What follows belongs to an exercise in optimizing a design on an open flow for small area; a production flow would make more cautious choices. RTL that was checked went through simulation tests only; none was proved equivalent to the original. Power and IR drop assume default switching activity.

the previous run:
Design iobus, start of the top module:
module iobus(
	input clk_sys,
	input rst,
	input rxd,
	output txd,
	output zg,
	input zw,
	input rcl,
	output dpa,
	input rs,
	input rf,
	input rok,
	input rpe,
	input rqb,
	input rpn,
	input [0:3] rnb,
	input [0:15] rad,
	input [0:15] rdt,
	output dw,
	output dr,
	output din,
	output dok,
	output den,
	output dpe,
	output dpn,
	output [0:3] dnb,
	output [0:15] dad,
	output [0:15] ddt,
	input [0:15] w,
	input [0:3] rotary_pos,
	input [0:9] indicators,
	output [0:3] rotary_out,
	output rotary_trig,
	output [0:15] keys,
	output keys_trig,
	output [0:3] fn,
	output fn_v,
	output fn_trig
);
export LEC_CHECK = 0
export CAP_MARGIN = 20
export CORE_MARGIN = 2
export CORE_UTILIZATION = 40
export SLEW_MARGIN = 20
create_clock -name core_clock -period 10.0 [get_ports {clk_sys}]
standard.sh (not shown) runs the stock make flow with config.mk's settings and CLKGATE_MAP_FILE= SYNTH_SCRIPT=/design/flow/synth_recipe.tcl, a recipe that flattens the netlist after the stock synthesis.
==> flow/flow/run.sh <==
#!/bin/bash
# The standard layout (standard.sh) with these changes:
# - synthesis is ORFS's, run through standard.sh and synth_recipe.tcl (so without the fsm
#   and share passes, then flattened and renamed as standard.sh does), but ABC maps the
#   combinational logic with an area-oriented script: each flow/abc_*.script is tried in
#   place of ORFS's abc_speed.script, and the one giving the smallest synthesized area is
#   kept (ORFS's own script is the fallback if none of them completes). These syntheses
#   also leave adders to ABC instead of mapping them to the platform's adder cells first
#   (ADDER_MAP_FILE empty). Flip-flops are mapped before either step, so the registers,
#   their names and cell types are those of the standard synthesis;
# - every input and output port still gets its own buffer, but a buf_1 instead of the
#   larger cell buffer_ports picks by default;
# - clock tree synthesis adds no dummy loads and uses the clustering given below.
# Each make run's full output goes to a log in this folder (synth_*.log for the trial
# syntheses, standard.log for the final run); ORFS keeps its per-step logs under orfs/logs.
set -uo pipefail
here=$(pwd)
stat="$here/orfs/reports/sky130hd/iobus/base/synth_stat.txt"
best=""
best_area=""
for f in "$here"/flow/abc_*.script; do
  name=$(basename "$f" .script)
  dir="$here/scripts_$name"
  rm -rf "$dir" "$here/orfs"
  cp -r "$FLOW_HOME/scripts" "$dir"
  cp "$f" "$dir/abc_speed.script"
  if bash standard.sh SCRIPTS_DIR="$dir" ADDER_MAP_FILE= synth > "$here/synth_$name.log" 2>&1 && [[ -f "$stat" ]]; then
    area=$(awk '/Chip area for/ {print $NF}' "$stat" | head -1)
    echo "$name: $area" >> "$here/synth_areas.log"
    if [[ -z "$best" ]] || awk -v a="$area" -v b="$best_area" 'BEGIN {exit !(a < b)}'; then
      best="$dir"
      best_area="$area"
    fi
  else
    echo "$name: failed" >> "$here/synth_areas.log"
  fi
done
rm -rf "$here/orfs"
args=()
if [[ -n "$best" ]]; then
  args+=(SCRIPTS_DIR="$best" ADDER_MAP_FILE=)
fi
echo "chosen: ${best:-ORFS default}" >> "$here/synth_areas.log"
set -e
bash standard.sh "${args[@]}" \
  BUFFER_PORTS_ARGS="-buffer_cell sky130_fd_sc_hd__buf_1" \
  CTS_ARGS="-sink_clustering_enable -repair_clock_nets -dont_use_dummy_load -sink_clustering_size 10 -sink_clustering_max_diameter 50 -buf_list sky130_fd_sc_hd__clkbuf_4" \
  finish > "$here/standard.log" 2>&1
Other scripts of this flow, unchanged in this note and not shown: flow/flow/abc_s10.script, flow/flow/abc_t3.script, flow/flow/abc_t4.script, flow/flow/abc_t5.script
diff inputs: the previous run => the current run
--- a/flow/design.v
+++ b/flow/design.v
@@ -208,18 +208,15 @@
 			rsb <= 1'b0;
 		end
 	end
 	assign dok = rsa;
 	assign den = ~rsa & rsb;
 	assign dpe = rsa & rsb;
 	assign ddt = (zwzg ? ia3 : 16'd0) | (resp_act ? rddt : 16'd0);
-	reg [1:0] ena;
-	wire ena_cl = ~ena[1] & ena[0];
-	wire ena_cp = ena[1] & ~ena[0];
-	wire ena_bus = ena[1] & ena[0];
+	reg ena_cl, ena_cp, ena_bus;
 	reg [7:0] enc_cmd;
 	always @ (*) begin
 		case ({rf, rs, dr, dw, din, rok, timeout, rpe})
 			8'b10000000 : enc_cmd = { 1'b1,  4'b0101,  3'b110 };
 			8'b01000000 : enc_cmd = { 1'b1,  4'b0100,  3'b111 };
 			8'b00100100 : enc_cmd = { 1'b0, 4'b0010, 3'b001 };
 			8'b00100101 : enc_cmd = { 1'b0, 4'b0011, 3'b000 };
@@ -259,15 +256,15 @@
 				2'd0: if (send_req | send_resp) begin
 					bk <= bk_nx;
 					ba1 <= {rqb, rpn, rnb};
 					ba2 <= rad;
 					ba3 <= rdt;
 					bst <= 2'd1;
 				end
-				2'd1, 2'd3: if (ena_bus) bst <= 2'd2;
+				2'd1: if (ena_bus) bst <= 2'd2;
 				default: if (!ena_bus && (is_req ? !send_req : !send_resp)) bst <= 2'd0;
 			endcase
 		end
 	end
 	reg [7:0] bcmd;
 	always @ (*) begin
 		case (bk)
@@ -276,48 +273,48 @@
 			3'd3: bcmd = 8'h18;
 			3'd4: bcmd = 8'h20;
 			3'd6: bcmd = 8'hae;
 			3'd7: bcmd = 8'ha7;
 			default: bcmd = 8'h00;
 		endcase
 	end
-	wire trig_bus = bst[0];
+	wire trig_bus = (bst == 2'd1);
 	wire send_cp = m_rdy & c_cps;
 	reg [1:0] cst;
 	always @ (posedge clk_sys) begin
 		if (rst) begin
 			cst <= 2'd0;
 		end else begin
 			case (cst)
 				2'd0: if (send_cp) cst <= 2'd1;
-				2'd1, 2'd3: if (ena_cp) cst <= 2'd2;
+				2'd1: if (ena_cp) cst <= 2'd2;
 				default: if (!ena_cp & !send_cp) cst <= 2'd0;
 			endcase
 		end
 	end
-	wire trig_cp = cst[0];
+	wire trig_cp = (cst == 2'd1);
 	reg [1:0] lst;
 	always @ (posedge clk_sys) begin
 		if (rst) begin
 			lst <= 2'd0;
 		end else begin
 			case (lst)
 				2'd0: if (rcl) lst <= 2'd1;
-				2'd1, 2'd3: if (ena_cl) lst <= 2'd2;
+				2'd1: if (ena_cl) lst <= 2'd2;
 				default: if (!ena_cl & !rcl) lst <= 2'd0;
 			endcase
 		end
 	end
-	wire trig_cl = lst[0];
-	localparam T_STOP = 4'd8;
-	localparam T_RDY  = 4'd9;
-	localparam T_IDLE = 4'd12;
-	localparam T_LOAD = 4'd13;
-	localparam T_SEND = 4'd14;
-	localparam T_START = 4'd15;
+	wire trig_cl = (lst == 2'd1);
+	localparam T_STOP = 4'd0;
+	localparam T_RDY  = 4'd1;
+	localparam T_IDLE = 4'd4;
+	localparam T_LOAD = 4'd5;
+	localparam T_SEND = 4'd6;
+	localparam T_START = 4'd7;
 	reg [3:0] tp;
 	reg [5:0] tdiv;
 	wire [5:0] tdiv_nx = {tdiv[4:0], ~(tdiv[5] ^ tdiv[4])};
 	reg [2:0] idx;
 	reg [15:0] sw;
 	reg [9:0] sind;
 	reg [3:0] srot;
@@ -335,19 +332,23 @@
 			3'd4: nidx = 3'd5;
 			default: nlast = 1'b1;
 		endcase
 	end
 	always @ (posedge clk_sys) begin
 		if (rst) begin
 			tp <= T_IDLE;
-			ena <= 2'b00;
+			ena_cl <= 1'b0;
+			ena_cp <= 1'b0;
+			ena_bus <= 1'b0;
 		end else begin
 			case (tp)
 				T_IDLE: if (trig_cl | trig_cp | trig_bus) begin
-					ena <= trig_cl ? 2'b01 : trig_cp ? 2'b10 : 2'b11;
+					ena_cl <= trig_cl;
+					ena_cp <= trig_cp & ~trig_cl;
+					ena_bus <= trig_bus & ~trig_cp & ~trig_cl;
 					tp <= T_LOAD;
 				end
 				T_LOAD: begin
 					sw <= w;
 					sind <= indicators;
 					srot <= rotary_pos;
 					idx <= 3'd0;
@@ -355,24 +356,26 @@
 				end
 				T_SEND: begin
 					tdiv <= 6'd0;
 					tp <= T_START;
 				end
 				T_RDY: begin
 					if (nlast) begin
-						ena <= 2'b00;
+						ena_cl <= 1'b0;
+						ena_cp <= 1'b0;
+						ena_bus <= 1'b0;
 						tp <= T_IDLE;
 					end else begin
 						idx <= nidx;
 						tp <= T_SEND;
 					end
 				end
 				default: begin		 
 					if (tdiv == L50) begin
-						tdiv <= {5'd0, tp == 4'd7};
+						tdiv <= {5'd0, tp == 4'd15};
 						tp <= tp + 1'b1;
 					end else tdiv <= tdiv_nx;
 				end
 			endcase
 		end
 	end
 	wire [3:0] wsel = {~idx[0], tp[2:0]};
@@ -389,15 +392,15 @@
 	tx_mux4 SEL_K1(.d(cmdb[7:4]), .s(tp[1:0]), .y(k1));
 	tx_mux4 SEL_A0(.d(a1b[3:0]), .s(tp[1:0]), .y(ka0));
 	wire ka1 = ~tp[1] & (tp[0] ? a1b[5] : a1b[4]);
 	wire w01 = idx[0] ? (tp[2] ? ka1 : ka0) : (tp[2] ? k1 : k0);
 	wire tbit;
 	tx_mux4 SEL_W(.d({b3, c3, b2, c2} ), .s({idx[2], ena_bus}), .y(wsel23));
 	assign tbit = (idx[2] | idx[1]) ? wsel23 : w01;
-	assign txd = ~tp[3] ? tbit : (tp != T_START);
+	assign txd = tp[3] ? tbit : (tp != T_START);
 endmodule
 module tx_mux4(
 	input [3:0] d,
 	input [1:0] s,
 	output y
 );
 	assign y = d[s];
[summary]
Setup slack of the critical path after layout: the current run better than the previous run
[the current run] die area rose 0.83% relative to the previous run
When the current run is measured against the previous run, its total power turns out about 6% higher.
Going from the previous run to the current run, depth of the most critical reg-to-reg path rose by 2, count of plain and timing-repair buffers in the layout lost 0.63%, critical path data arrival time essentially unchanged, maximum frequency held.
Compared with the previous run, the current run shows number of global-route vias before repair that has gone up by a few percent.
The current run against the previous run: via count now sits higher; post-route non-filler standard cell count went up by 8.
Total wire length after detailed routing in the current run is about 3.8% higher than in the previous run
Only the layout flow was run in the previous run; the RTL was not checked for function there.

-- what the ideal ports hide --
The results above use ideal ports. As a check the final layouts listed here were re-extracted and re-timed, cells and wires unchanged. Step 1, drivers: a clkbuf_16 drives clk_sys and a buf_2 each remaining input, both assumed. Step 2, shift: input delay + t, output delay - t, t = (earliest + latest rising clock arrival at the registers) / 2. This alone moves slack from input paths to output paths. Three values: ideal, step 1, step 2; two values: the first two.
run | shift t [ns] | slack for setup (ns) | hold WS [ns] | worst data-port slew with drivers (ns)
the previous run | 0.657 | 4.443 / 4.420 / 4.420 | 0.435 / 0.435 / 0.435 | 0.05
the current run | 0.661 | 4.453 / 4.431 / 4.431 | 0.402 / 0.402 / 0.402 | 0.06
After both steps setup and hold are still met in every run listed. The setup slack of the previous run, which loses most, moves by -0.023 ns with the drivers and by -0.023 ns with both steps.
